Background: an optimization exercise with open tools, aiming at small area. Do not read the settings as production practice. The RTL was checked by simulation tests, not by an equivalence proof against the original design. No activity file was given, so power comes from the tool's default toggle rates.

File: design/flow/config.mk
export PLATFORM = sky130hd
export DESIGN_NAME = vlc_tx
export DESIGN_NICKNAME = vlc_tx
export VERILOG_FILES = /design/flow/design.v
export SDC_FILE = /design/flow/constraint.sdc
export NUM_CORES = 4
export LEC_CHECK = 0
export CAP_MARGIN = 20
export CORE_MARGIN = 2
export CORE_UTILIZATION = 40
export SLEW_MARGIN = 20
File: design/flow/constraint.sdc
create_clock -name core_clock -period 10.0 [get_ports {pclk}]
set_input_delay 2.0000 -clock core_clock [delete_from_list [all_inputs] [get_ports {pclk}]]
set_output_delay 2.0000 -clock core_clock [all_outputs]
set_load 0.01 [all_outputs]
File: design/flow/design.v
`timescale 1ns / 1ps
module shifternew(
    input rstn,
    input [31:0] in0,
    input pclk,
    input fifo_empty,
    output reg tx,
    output reg fifo_rd_en,
    output reg [1:0] curState,
    output reg [6:0] reqcounter,
    output reg reqcounter_trig,
    output reg trig_out,
    output reg [8:0] bitcounter
    );
    parameter IDLE = 2'b00;
    parameter SYNC = 2'b01;
    parameter SEND = 2'b10;
    parameter WAIT = 2'b11;
    reg [7:0] counter;
    reg [35:0] curData;
    reg [1:0] nxtState;
    reg requested;
    reg data_req;
    reg [3:0] parity_bits;
    always@(posedge pclk) begin
        if(rstn == 1'b0) begin
            trig_out <= 1'b0;
            counter <= 8'b0;
        end else begin
            if(counter == 8'd49) begin 
                trig_out <= 1'b1;
                counter <= 8'b0;
            end else begin 
                trig_out <= 1'b0;
                counter <= counter + 1;
            end
        end
    end
    always@(posedge pclk) begin
        if(rstn == 1'b0) begin 
            bitcounter <= 9'b0;
        end else begin 
            if((trig_out == 1'b1) && (curState != IDLE)) begin
                if(bitcounter == 9'd344) begin 
                    bitcounter <= 9'b0;
                end else begin 
                    bitcounter <= bitcounter + 1;
                end
            end
        end
    end
    always@(posedge pclk) begin
        if(rstn == 1'b0) begin 
            reqcounter <= 7'b0;
        end else begin 
            if(curState == IDLE)
                reqcounter <= 7'b0;
            if((trig_out == 1'b1) && (curState != IDLE)) begin
                if(reqcounter == 7'h2d) begin 
                    reqcounter <= 7'h0a;
                    reqcounter_trig <= 7'b1;
                end else begin 
                    reqcounter <= reqcounter + 1;
                    reqcounter_trig <= 1'b0;
                end
            end
        end
    end
    always@(posedge pclk) begin
        if(curState == SYNC) begin
            curData[35:28] <= in0[31:24];
            curData[27] <= parity_bits[3];
            curData[26:19] <= in0[23:16];
            curData[18] <= parity_bits[2];
            curData[17:10] <= in0[15:8];
            curData[9] <= parity_bits[1];
            curData[8:1] <= in0[7:0];
            curData[0] <= parity_bits[0];
        end else begin
            if(trig_out == 1'b1) begin
                if(reqcounter == 7'h2d) begin 
                    curData[35:28] <= in0[31:24];
                    curData[27] <= parity_bits[3];
                    curData[26:19] <= in0[23:16];
                    curData[18] <= parity_bits[2];
                    curData[17:10] <= in0[15:8];
                    curData[9] <= parity_bits[1];
                    curData[8:1] <= in0[7:0];
                    curData[0] <= parity_bits[0];
                end else begin
                    if(curState == SEND)
                        curData <= {curData[34:0], 1'b0};
                end
            end
        end
    end
    always@(posedge pclk) begin
        curState <= IDLE;
        if(rstn == 1'b0) begin
            curState <= IDLE;
        end else begin
            if(trig_out == 1'b1)
                curState <= nxtState;
            else
                curState <= curState;
        end
    end
    always@(posedge pclk) begin
        if(rstn == 1'b0) begin
            fifo_rd_en <= 1'b1;
            requested <= 1'b0;
        end else begin
            if(curState == IDLE) begin 
                if(fifo_empty == 1'b1)
                    fifo_rd_en <= 1'b1;
                else
                    fifo_rd_en <= 1'b0;
            end else begin
                if(data_req == 1'b1) begin
                    if(requested == 1'b0) begin
                        fifo_rd_en <= 1'b1;
                        requested <= 1'b1;
                    end else begin
                        fifo_rd_en <= 1'b0;
                        requested <= 1'b1;
                    end
                end else begin
                    fifo_rd_en <= 1'b0;
                    requested <= 1'b0;
                end
            end
        end
    end
    reg buffer;    
    always@(posedge pclk) begin
        data_req <= 1'b0;
        if(rstn == 1'b0) begin
            data_req <= 1'b0;
            tx <= 1'b0;
            buffer <= 1'b0;
        end else begin
            case(curState)
                IDLE: begin
                    data_req <= 1'b0;
                    if(fifo_empty == 1'b0)
                        buffer <= 1'b1;
                    if(trig_out == 1'b1)
                        tx <= ~tx;
                end
                SYNC: begin
                    buffer <= 1'b0;
                    if(bitcounter < 9'd5) begin
                        tx <= 1'b1;
                    end else begin
                        if(bitcounter < 9'd10)
                            tx <= 1'b0;
                    end
                end
                SEND: begin
                    tx <= curData[35];
                    if(reqcounter == 7'h2a)
                        data_req <= 1'b1;
                    else
                        data_req <= 1'b0;
                end
                WAIT: begin
                    tx <= 1'b0;
                    data_req <= 1'b0;
                end
                default: begin
                    tx <= 1'b0;
                    data_req <= 1'b0;
                end
            endcase
        end
    end       
    always@(*) begin
        nxtState <= curState;
        case(curState)
            IDLE: begin
                if(buffer == 1'b1)
                    nxtState <= SYNC;
            end
            SYNC: begin
                if(bitcounter == 9'd9)
                    nxtState <= SEND;
            end
            SEND: begin
                if((bitcounter[4:0] == 5'b00111) && (fifo_empty == 1'b1))
                    nxtState <= IDLE;
                if(bitcounter == 9'd334)
                    nxtState <= WAIT;
            end
            WAIT: begin
                if(bitcounter == 9'd344)
                    nxtState <= IDLE;
            end
            default: begin
                nxtState <= IDLE;
            end
        endcase
    end
    function [3:0] paritygen;
        input [31:0] in0;
        integer i;
        integer j;
        reg[3:0] parityreg;
        begin
            parityreg = 4'b1111;
            for(i=0;i<4;i=i+1) begin 
                for(j=0; j<8; j=j+1) begin
                    parityreg[i] = parityreg[i] ^ in0[i*8 + j];
                end
            end 
            paritygen = parityreg;
        end 
    endfunction
    always@(*) begin
        parity_bits = paritygen(in0);
    end
endmodule
`timescale 1ns / 1ps
module vppm_module(
    input pclk,
    input rstn,
    input [1:0] dim,
    input [1:0] state,
    input [1:0] state_buf,
    input tx_in,
    output reg tx_out,
    output reg led_check
    );
    parameter IDLE = 2'b00;
    parameter SYNC = 2'b01;
    parameter SEND = 2'b10;
    parameter LOW = 2'b00;
    parameter MID = 2'b01;
    parameter HIGH = 2'b10;
    reg [5:0] counter;
    reg [7:0] forevercounter;
    always@(posedge pclk) begin
        if(rstn == 1'b0) begin
            counter <= 6'b0;
        end else if(state == SEND) begin
            if(counter == 6'd49)
                counter <= 6'd0;
            else
                counter <= counter + 1;
        end else begin
            counter <= 6'b0;
        end
    end
    always@(posedge pclk) begin
        if(rstn == 1'b0) begin
            forevercounter <= 8'b0;
        end else if(state == IDLE) begin
            if(forevercounter == 8'd249)
                forevercounter <= 8'd50;
            else
                forevercounter <= forevercounter + 1;
        end else
            forevercounter <= 8'b0;
    end  
    always@(posedge pclk) begin
        led_check <= 1'b0;
        if(rstn == 1'b0) begin
            tx_out <= 1'b0;
        end else
        case(state)
            SEND: begin
                if((counter > 6'd20) && (counter < 6'd31)) begin
                    if(counter < 6'd26) begin    
                        if(dim == HIGH) begin
                            tx_out <= 1'b1;
                        end else begin
                            if(dim == LOW) begin
                                tx_out <= 1'b0;
                            end else begin
                                tx_out <= tx_in ^ 1'b1;
                            end
                        end
                    end else begin
                        if(dim == HIGH) begin
                            tx_out <= 1'b1;
                        end else begin
                            if(dim == LOW) begin
                                tx_out <= 1'b0;
                            end else begin
                                tx_out <= tx_in;
                            end
                        end
                    end
                end else begin
                    if(counter < 6'd21)
                       tx_out <= tx_in ^ 1'b1;
                    else begin
                          tx_out <= tx_in ^ 1'b0;
                    end
                end
            end
            IDLE: begin
                    if(dim == HIGH) begin
                        led_check <= 1'b0;
                        if(forevercounter < 8'd130)
                            tx_out <= 1'b0;
                        else
                            tx_out <= 1'b1;
                    end else begin
                        if(dim == MID) begin
                            led_check <= 1'b1;
                            if(forevercounter < 8'd150)
                                tx_out <= 1'b0;
                            else
                                tx_out <= 1'b1;
                        end
                        else begin
                            led_check <= 1'b0;
                            if(forevercounter < 8'd170)
                                tx_out <= 1'b0;
                            else
                                tx_out <= 1'b1;
                        end
                    end
                end
            SYNC: begin
                tx_out <= tx_in;
            end
            default: begin
                tx_out <= 1'b0;
            end
        endcase
    end                        
endmodule
`timescale 1ns / 1ps
module vlc_tx(
    input pclk,
    input resetn,
    input [31:0] fifo_data,
    input fifo_empty,
    input [1:0] dim,
    output fifo_rd_en,
    output tx_out,
    output led_check
);
    wire tx;
    wire [1:0] state;
    reg [1:0] state_buf;
    shifternew uut(
        .rstn(resetn),
        .in0(fifo_data),
        .pclk(pclk),
        .fifo_empty(fifo_empty),
        .tx(tx),
        .fifo_rd_en(fifo_rd_en),
        .curState(state)
        );
    vppm_module vppm0 (
        .pclk(pclk),
        .rstn(resetn),
        .dim(dim),
        .state(state_buf),
        .state_buf(state),
        .tx_in(tx),
        .tx_out(tx_out),
        .led_check(led_check)
        );
    always@(posedge pclk) begin
        if(resetn == 1'b0)
            state_buf <= 2'b00;
        else
            state_buf <= state;
    end
endmodule
File: design/flow/run.sh
#!/bin/bash
# synth_recipe.tcl (not shown) runs the flow's synth.tcl, then flattens the netlist and writes it again
# the make line also repeats each setting of config.mk as NAME=value (left out here)
make -C /OpenROAD-flow-scripts/flow DESIGN_CONFIG=/design/flow/config.mk WORK_HOME=/design/flow/orfs CLKGATE_MAP_FILE= SYNTH_SCRIPT=/design/flow/synth_recipe.tcl finish
==> metrics.md <==
| Metric | Value |
|---|---|
| Clock Latency Late Sink | around 0.36 ns |
| Die span in y | 107 um |
| CTS tree | done |
| Syn-to-layout area delta | 15.6% |
| GRT overflow | 0 |
| Final setup vio count | 0 |
| Ranking of synthesized cells by area | edfxtp_1 (25%), dfxtp_1 (23%), mux2_2 (8.7%) |
| Setup repair bufs after CTS | 0 |
| Setup TNS | 0 ns |
| Critical path start-end classification | input pin to flip-flop |
| Status | no timing/DRC/antenna violations |
| Post-CTS sizing | 0 |
| CTS hold repair buffers | 0 |
| Yosys top cell by area | edfxtp_1 |
| Core area | slightly above 10000 sq um |
| Layout Skew | 0.00939 ns |
| Vias | 2915 |
| CTS clk-pin slew, worst paths | 0.08 ns |
| IO buf count | 39 |
| Clock Path Buffers | 2 |
| Post-synthesis sequential area ratio | 48.7% |
| Predominant post-synthesis flop cell | dfxtp_1 |
| CP arrival | 3.74 ns |
| WL per Instance | 12.9 um |
| Rows | 37 |
| Yosys top cell area share | between 20% and 30% |
| Layout cells sized above 1 | 11.7% |
| IO Count | 40 |
| Syn avg cell area | 10.5 sq um |
| Fmax | 291 MHz |
| Total Wirelength | 7610 um |
| DP HPWL | 5350 um |
| Worst Hold Class | flip-flop to flip-flop |
| Pre-antenna DRT Iters | 4 |
| Final Hold Violating Endpoints | 0 |
| Worst slew pin tran | 1.00 ns |
| Worst EP required | a little over 10 ns |
| Met1 Use GR | ~17% |
| Drt drc | 0 |
| Hold WS | between 0.4 and 0.5 ns |
| Synthesized Nets | 462 |
| Antenna Nets Post-Route | 0 |
| GRT Util Overall | 14.5% |
| Pin count of the biggest net entering global routing | 40 |
| Peak VDD IR | 0.0000911 V |
| Synthesis-stage register bit count | 86 |
| Number of global-route vias before repair | 2892 |
| Cells after Synth | between 400 and 500 |
| CP Capture Type | flip-flop |
| Yosys cell types | 52 |
| Detailed Route Iter0 Violations | between 150 and 200 |
| EDFF count, synth | 36 |
| CTS HTree Levels | 3 |
| TritonCTS buffer count | 9 |
| GPL Wtd Cong | just under 0.9 |
| Final period utilization | 34.3% |
| Met2 Resource Use GR | a little under a quarter |
| Die Wd | roughly 110 um |
| Clock sinks | 86 |
| Starting Density | 41.2% |
| Most Crowded Layer GR | met2 |
| Type of origin of the critical path | input pin |
| Max cap viols | 0 |
| Min Tclk post-route | 3.43 ns |
| ANT cells | 0 |
| Cell Area, Synth | between 4000 and 5000 sq um |
| Most common library cells after synthesis | dfxtp_1 (50), nor2_1 (50), edfxtp_1 (36) |
| Max-slew headroom | 32.9% |
| LEAKAGE | around 1.8 nW |
| Via density | 4.96 |
| Final #Nets | 502 |
| First-pass GRT wire length | 13100 um |
| RSZ-0062 raised after global routing | no |
| Initial antenna violation count | 0 |
| Yosys warning total | 3 |
| Met3 GRT Util | 6.05% |
| Die ar. | about 12000 sq um |
| CP Max Fanout | 10 |
| Final Max Slew Viols | 0 |
| Ys async rst share | 0% |
| Pwr Density | 128 nW/um^2 |
| Root buf cell | clkbuf_8 |
flip-flops by register name (all words and copies together), names as in the netlist:
register / cells
uut.bitcounter: 9
uut.counter: 8
vppm0.forevercounter: 8
uut.buffer: 1
state_buf: 2
uut.reqcounter: 7
uut.fifo_rd_en: 1
vppm0.led_check: 1
vppm0.counter: 6
uut.requested: 1
uut.curState: 2
vppm0.tx_out: 1
uut.data_req: 1
uut.tx: 1
uut.trig_out: 1
uut.curData: 36
layout make-up:
cell class	count	area [sq um]
Inverter	19	71.3
Tap cell	136	170
Sequential cell	86	2080
Timing Repair Buffer	40	398
Clock buffer	11	141
Fill cell	1013	5430
Clock inverter	5	25.0
Multi-Input combinational cell	291	2050
layout by cell type (no fill, tap or decap), drive strengths merged, types with 17 or more instances in the layout:
cell and n:
dfxtp 50, nor2 50, clkdlybuf4s50 39, edfxtp 36
mux2 33, xnor2 31, nand2 29, xor2 19
inv 19, ha 18, o21ai 18, nand3 17
worst max-delay path, cell delays in order:
cell and delay [ns]:
clkdlybuf4s50_1 0.69, inv_2 0.17, or3_1 0.43, or2_1 0.32, nor2_1 0.13
kinds of logic after synthesis:
logic type / after synthesis / share of synthesized area [%]
DFF: 86 / 48.7
muxes: 36 / 9.40
xor gates and xnor gates: 50 / 10.2
adders and majority gates: 18 / 5.27
AOI/OAI and AO/OA: 49 / 7.11
and+or+nand+nor: 138 / 15.9
buffers and inverters: 30 / 3.40
worst paths after layout:
path,slack (ns),cells after the start,from,endpoint
max,6.57,5,resetn,vppm0.forevercounter[3]
min,0.49,2,uut.reqcounter[5],uut.reqcounter[5]
max reg2reg,7.64,5,uut.reqcounter[1],uut.curData[3]
min reg2reg,0.49,2,uut.reqcounter[5],uut.reqcounter[5]
through the flow:
stage	std cells	power, mW	util [%]	cell area, sq um	worst slack, ns
6_report	588	0.633	47.7	4940	6.57
3_5_place_dp	572	0.423	46.1	4780	6.19
3_3_place_gp	572	0.423	46.1	4780	6.24
5_1_grt	588	0.663	47.7	4940	6.48
2_1_floorplan	407	0.402	-	4270	6.95
4_1_cts	588	0.645	47.7	4940	6.59
metal layers:
layer  share of wire (%)  up-vias
li1                    -     1494
met1                  45     1352
met2                  47       58
met3                 6.6       11
met4                 1.4        0
met5                   0        -
power by group:
group	switching, mW	internal [mW]	leakage, nW	total [mW]
logic	0.0181	0.0285	0.943	0.0467
registers	0.00309	0.365	0.729	0.368
clock network	0.124	0.0947	0.0842	0.219
total	0.145	0.488	1.76	0.633

==> separate check: timing with driven ports <==
The flow's constraints put no driver on any port. The routed layout listed below was extracted and timed again, unchanged, in two steps.
Step 1, drivers: a clkbuf_16 drives pclk and a buf_2 each remaining input, both assumed.
Step 2 times the ports against the registers' clock, not the clock port: input delays grow and output delays shrink by t, the midpoint of the rising clock arrivals with the driver on.
Slacks: ideal / step 1 / step 2; pairs: ideal / step 1.
shift t [ns]: 0.394
setup slack, ns: 6.567 / 6.558 / 6.164
slew at the worst register clock pin (ns): 0.09 / 0.09
worst data-port slew with drivers (ns): 0.05
After both steps this run still meets setup and hold. For this run, drivers alone change the setup slack by -0.009 ns; drivers and shift together by -0.403 ns.
